This design comes from an exercise in tuning for small area on the open sky130 flow, not from production work. Power and IR drop assume default switching activity.

## the reference run
==> flow/design.v <==
module bin2bcd(CLK,RESET,ENABLE,  BIN ,BCD_o);
output	reg	[39:0]  BCD_o ;
input			CLK;
input		[31:0]	BIN;
input			ENABLE;
input			RESET;
	localparam W = 39;
	reg	[5:0]	c ;
	reg	[W-1:0]	R ;
	wire idle = c[5] & c[1];
	wire run  = ~c[5];
	wire copy = c[5] & ~c[0];
	wire done = c[5] & c[0] & ~c[1];
	wire [8:0] en;
	assign en[0] = 1'b1;
	assign en[1] = c[4] | c[3] | c[2];			 
	assign en[2] = c[4] | c[3];				 
	assign en[3] = c[4] | (c[3] & c[2]);			 
	assign en[4] = c[4];					 
	assign en[5] = c[4] & (c[3] | c[2] | c[1]);		 
	assign en[6] = c[4] & (c[3] | (c[2] & c[1]));		 
	assign en[7] = c[4] & c[3] & (c[2] | c[1]);		 
	assign en[8] = c[4] & c[3] & c[2] & (c[1] | c[0]);	 
	function [3:0] CORRECT;
	input [3:0] d;
	input       e;
	reg g;
	begin
		g = e & (d[3] | (d[2] & (d[1] | d[0])));
		CORRECT[0] = d[0] ^ g;
		CORRECT[1] = g ? ~(d[1] ^ d[0]) : d[1];
		CORRECT[2] = g ? (d[0] & ~d[2]) : d[2];
		CORRECT[3] = d[3] | g;
	end
	endfunction
	function integer POS;	 
	input integer d;
	input integer k;
	begin
		POS = (32 + 4*d + k) % W;
	end
	endfunction
	reg [W-1:0] C;	 
	reg [3:0]   t;
	integer d, k;
	always @* begin
		C = R;
		for (d = 0; d < 9; d = d + 1) begin
			for (k = 0; k < 4; k = k + 1) t[k] = R[POS(d,k)];
			t = CORRECT(t, en[d]);
			for (k = 0; k < 4; k = k + 1) C[POS(d,k)] = t[k];
		end
	end
	wire [W-1:0] step = {C[W-2:0], C[W-1]};
	wire [W-1:0] load = {{(W-32){1'b0}}, BIN};
	wire sl = idle;
	wire ss = ENABLE & run;
	wire sh = ~(sl | ss);
	wire [W-1:0] Rn = ({W{sl}} & load) | ({W{ss}} & step) | ({W{sh}} & R);
	always @(posedge CLK or posedge RESET) begin
		if (RESET)
			c <= 6'd63;
		else if (ENABLE && !done)
			c <= c + 6'd1;
	end
	always @(posedge CLK)
		if (sl) R <= load; else if (ss) R <= step;
	always @(posedge CLK) begin
		if (ENABLE && copy) begin
			for (d = 0; d < 10; d = d + 1)
				for (k = 0; k < 4; k = k + 1)
					if (4*d+k < 39)
						BCD_o[4*d+k] <= R[POS(d,k)];
			BCD_o[39] <= 1'b0;
		end
	end
endmodule
clock: 10.0 ns
lec_check: 0
cap_margin: 20
core_margin: 2
core_utilization: 40
slew_margin: 20
standard.sh (not shown) runs the stock make flow with config.mk's settings and CLKGATE_MAP_FILE= SYNTH_SCRIPT=/design/flow/synth_recipe.tcl, a recipe that flattens the netlist after the stock synthesis.
==> flow/flow/run.sh <==
#!/bin/bash
# Layout: the standard ORFS flow, with settings that keep cell area down:
# unit-size port buffers, ABC's buffers removed at floorplan, small clock
# buffers without dummy loads,.
set -euo pipefail
bash standard.sh \
  "BUFFER_PORTS_ARGS=-buffer_cell sky130_fd_sc_hd__buf_1" \
  "REMOVE_ABC_BUFFERS=1" \
  "CTS_ARGS=-sink_clustering_enable -repair_clock_nets -dont_use_dummy_load -buf_list sky130_fd_sc_hd__clkbuf_4 -root_buf sky130_fd_sc_hd__clkbuf_8" \
  finish > flow.log 2>&1
The flow did not stop early for the reference run: all stages ran, and the layout cleared the timing, design-rule and antenna checks.
--- input diff the reference run..the trial run ---
- an added ABC_AREA of 1
--- a/flow/flow/run.sh
+++ b/flow/flow/run.sh
@@ -4 +4,2 @@
-# buffers without dummy loads,.
+# buffers without dummy loads, and power recovery (downsizing of cells on
+# paths with slack) after global routing.
@@ -9 +10,2 @@
-  "CTS_ARGS=-sink_clustering_enable -repair_clock_nets -dont_use_dummy_load -buf_list sky130_fd_sc_hd__clkbuf_4 -root_buf sky130_fd_sc_hd__clkbuf_8" \
+  "RECOVER_POWER=100" \
+  "CTS_ARGS=-sink_clustering_enable -repair_clock_nets -dont_use_dummy_load -buf_list {sky130_fd_sc_hd__clkbuf_2 sky130_fd_sc_hd__clkbuf_4 sky130_fd_sc_hd__clkbuf_8}" \
### Flow results
- Finished, but not clean: the trial run, with max-capacitance violations, max-slew violations.
- Max global-route usage across the trial run and the reference run: the trial run
- Summary — area growth from synthesis to layout, the trial run relative to the reference run: lower, by 0.37 points.
- Sort the trial run and the reference run by setup slack of the worst register-to-register path, descending, and the reference run comes first.
- Total wire length after detailed routing: the trial run and the reference run compared, lower one is the reference run
- Filler-free cell count of the finished design: the trial run vs the reference run up 101
- The trial run reports its last element of the critical path as R[15] while the reference run reports BCD_o[30].
- Going from the reference run to the trial run, sequential share of layout area dropped 2.0 points; proportion of power drawn by combinational gates saw an increase; count of fill cells added during filler insertion picked up an extra 59.
No run of this note included a check of the RTL's function; only the layout flow was run.

* * *

Setup of xenon:
// bin2bcd: RTL as listed in full above, without the edits since
export LEC_CHECK = 0
export CAP_MARGIN = 20
export CORE_MARGIN = 2
export CORE_UTILIZATION = 40
export SLEW_MARGIN = 20
create_clock -name core_clock -period 10.0 [get_ports {CLK}]
==> flow/flow/run.sh <==
#!/bin/bash
# Layout: the standard ORFS flow, with settings that keep cell area down:
# unit-size port buffers, ABC's buffers removed at floorplan, small clock
# buffers without dummy loads,.
set -euo pipefail
bash standard.sh \
  "BUFFER_PORTS_ARGS=-buffer_cell sky130_fd_sc_hd__buf_1" \
  "REMOVE_ABC_BUFFERS=1" \
  "CTS_ARGS=-sink_clustering_enable -dont_use_dummy_load -buf_list sky130_fd_sc_hd__clkbuf_4 -root_buf sky130_fd_sc_hd__clkbuf_8 -sink_clustering_max_diameter 40 -sink_clustering_size 12" \
  finish > flow.log 2>&1
diff inputs: xenon => amber
- swapping 40 for 70 in CORE_UTILIZATION
- putting PLACE_DENSITY at 0.75 where nothing was set
--- a/flow/flow/run.sh
+++ b/flow/flow/run.sh
@@ -8,3 +8,3 @@
   "REMOVE_ABC_BUFFERS=1" \
-  "CTS_ARGS=-sink_clustering_enable -dont_use_dummy_load -buf_list sky130_fd_sc_hd__clkbuf_4 -root_buf sky130_fd_sc_hd__clkbuf_8 -sink_clustering_max_diameter 40 -sink_clustering_size 12" \
+  "CTS_ARGS=-sink_clustering_enable -dont_use_dummy_load -buf_list sky130_fd_sc_hd__clkbuf_4 -root_buf sky130_fd_sc_hd__clkbuf_8" \
   finish > flow.log 2>&1
## What came out
- Weighted congestion reported at the end of routability-driven placement (lower): xenon
- Total power consumption of the routed design: lower on xenon
- Changes observed in amber relative to xenon: global-route usage increased 8.6 points; share of the core filled with cells increased 34 points; final design area excluding fillers decreased 1.1%; clock-pin slew on the worst setup and hold paths essentially unchanged; hold violation count in the final report essentially unchanged.
- Path length in cells of the critical path, xenon and amber, higher one = amber.
- Taking amber over xenon, the instance count after placement with tap cells included ratio works out to 0.918.
- In amber, share of the cycle needed by the critical path after routing is higher than in xenon.
- amber vs xenon on worst-case setup margin in the final layout: amber is the lower one.
No run of this note included a check of the RTL's function; only the layout flow was run.

re-timing with driven ports:
The flow's constraints put no driver on any port. The routed layouts listed below were extracted and timed again, unchanged, in two steps.
Step 1: set_driving_cell puts a clkbuf_16 on CLK and a buf_2 on each other input, an assumption about the parent block.
Step 2 times the ports against the registers' clock, not the clock port: input delays grow and output delays shrink by t, the midpoint of the rising clock arrivals with the driver on.
Slacks: ideal / step 1 / step 2; pairs: ideal / step 1.
| run | shift t [ns] | slack for setup (ns) | slew at the worst register clock pin (ns) |
|---|---|---|---|
| the reference run | 0.360 | 6.835 / 6.842 / 6.482 | 0.08 / 0.08 |
| the trial run | 0.371 | 6.502 / 6.502 / 6.152 | 0.08 / 0.08 |
| xenon | 0.360 | 6.835 / 6.842 / 6.482 | 0.08 / 0.08 |
| amber | 0.354 | 6.516 / 6.515 / 6.161 | 0.08 / 0.08 |
The setup slack of amber, which loses most, moves by -0.001 ns with the drivers and by -0.355 ns with both steps.
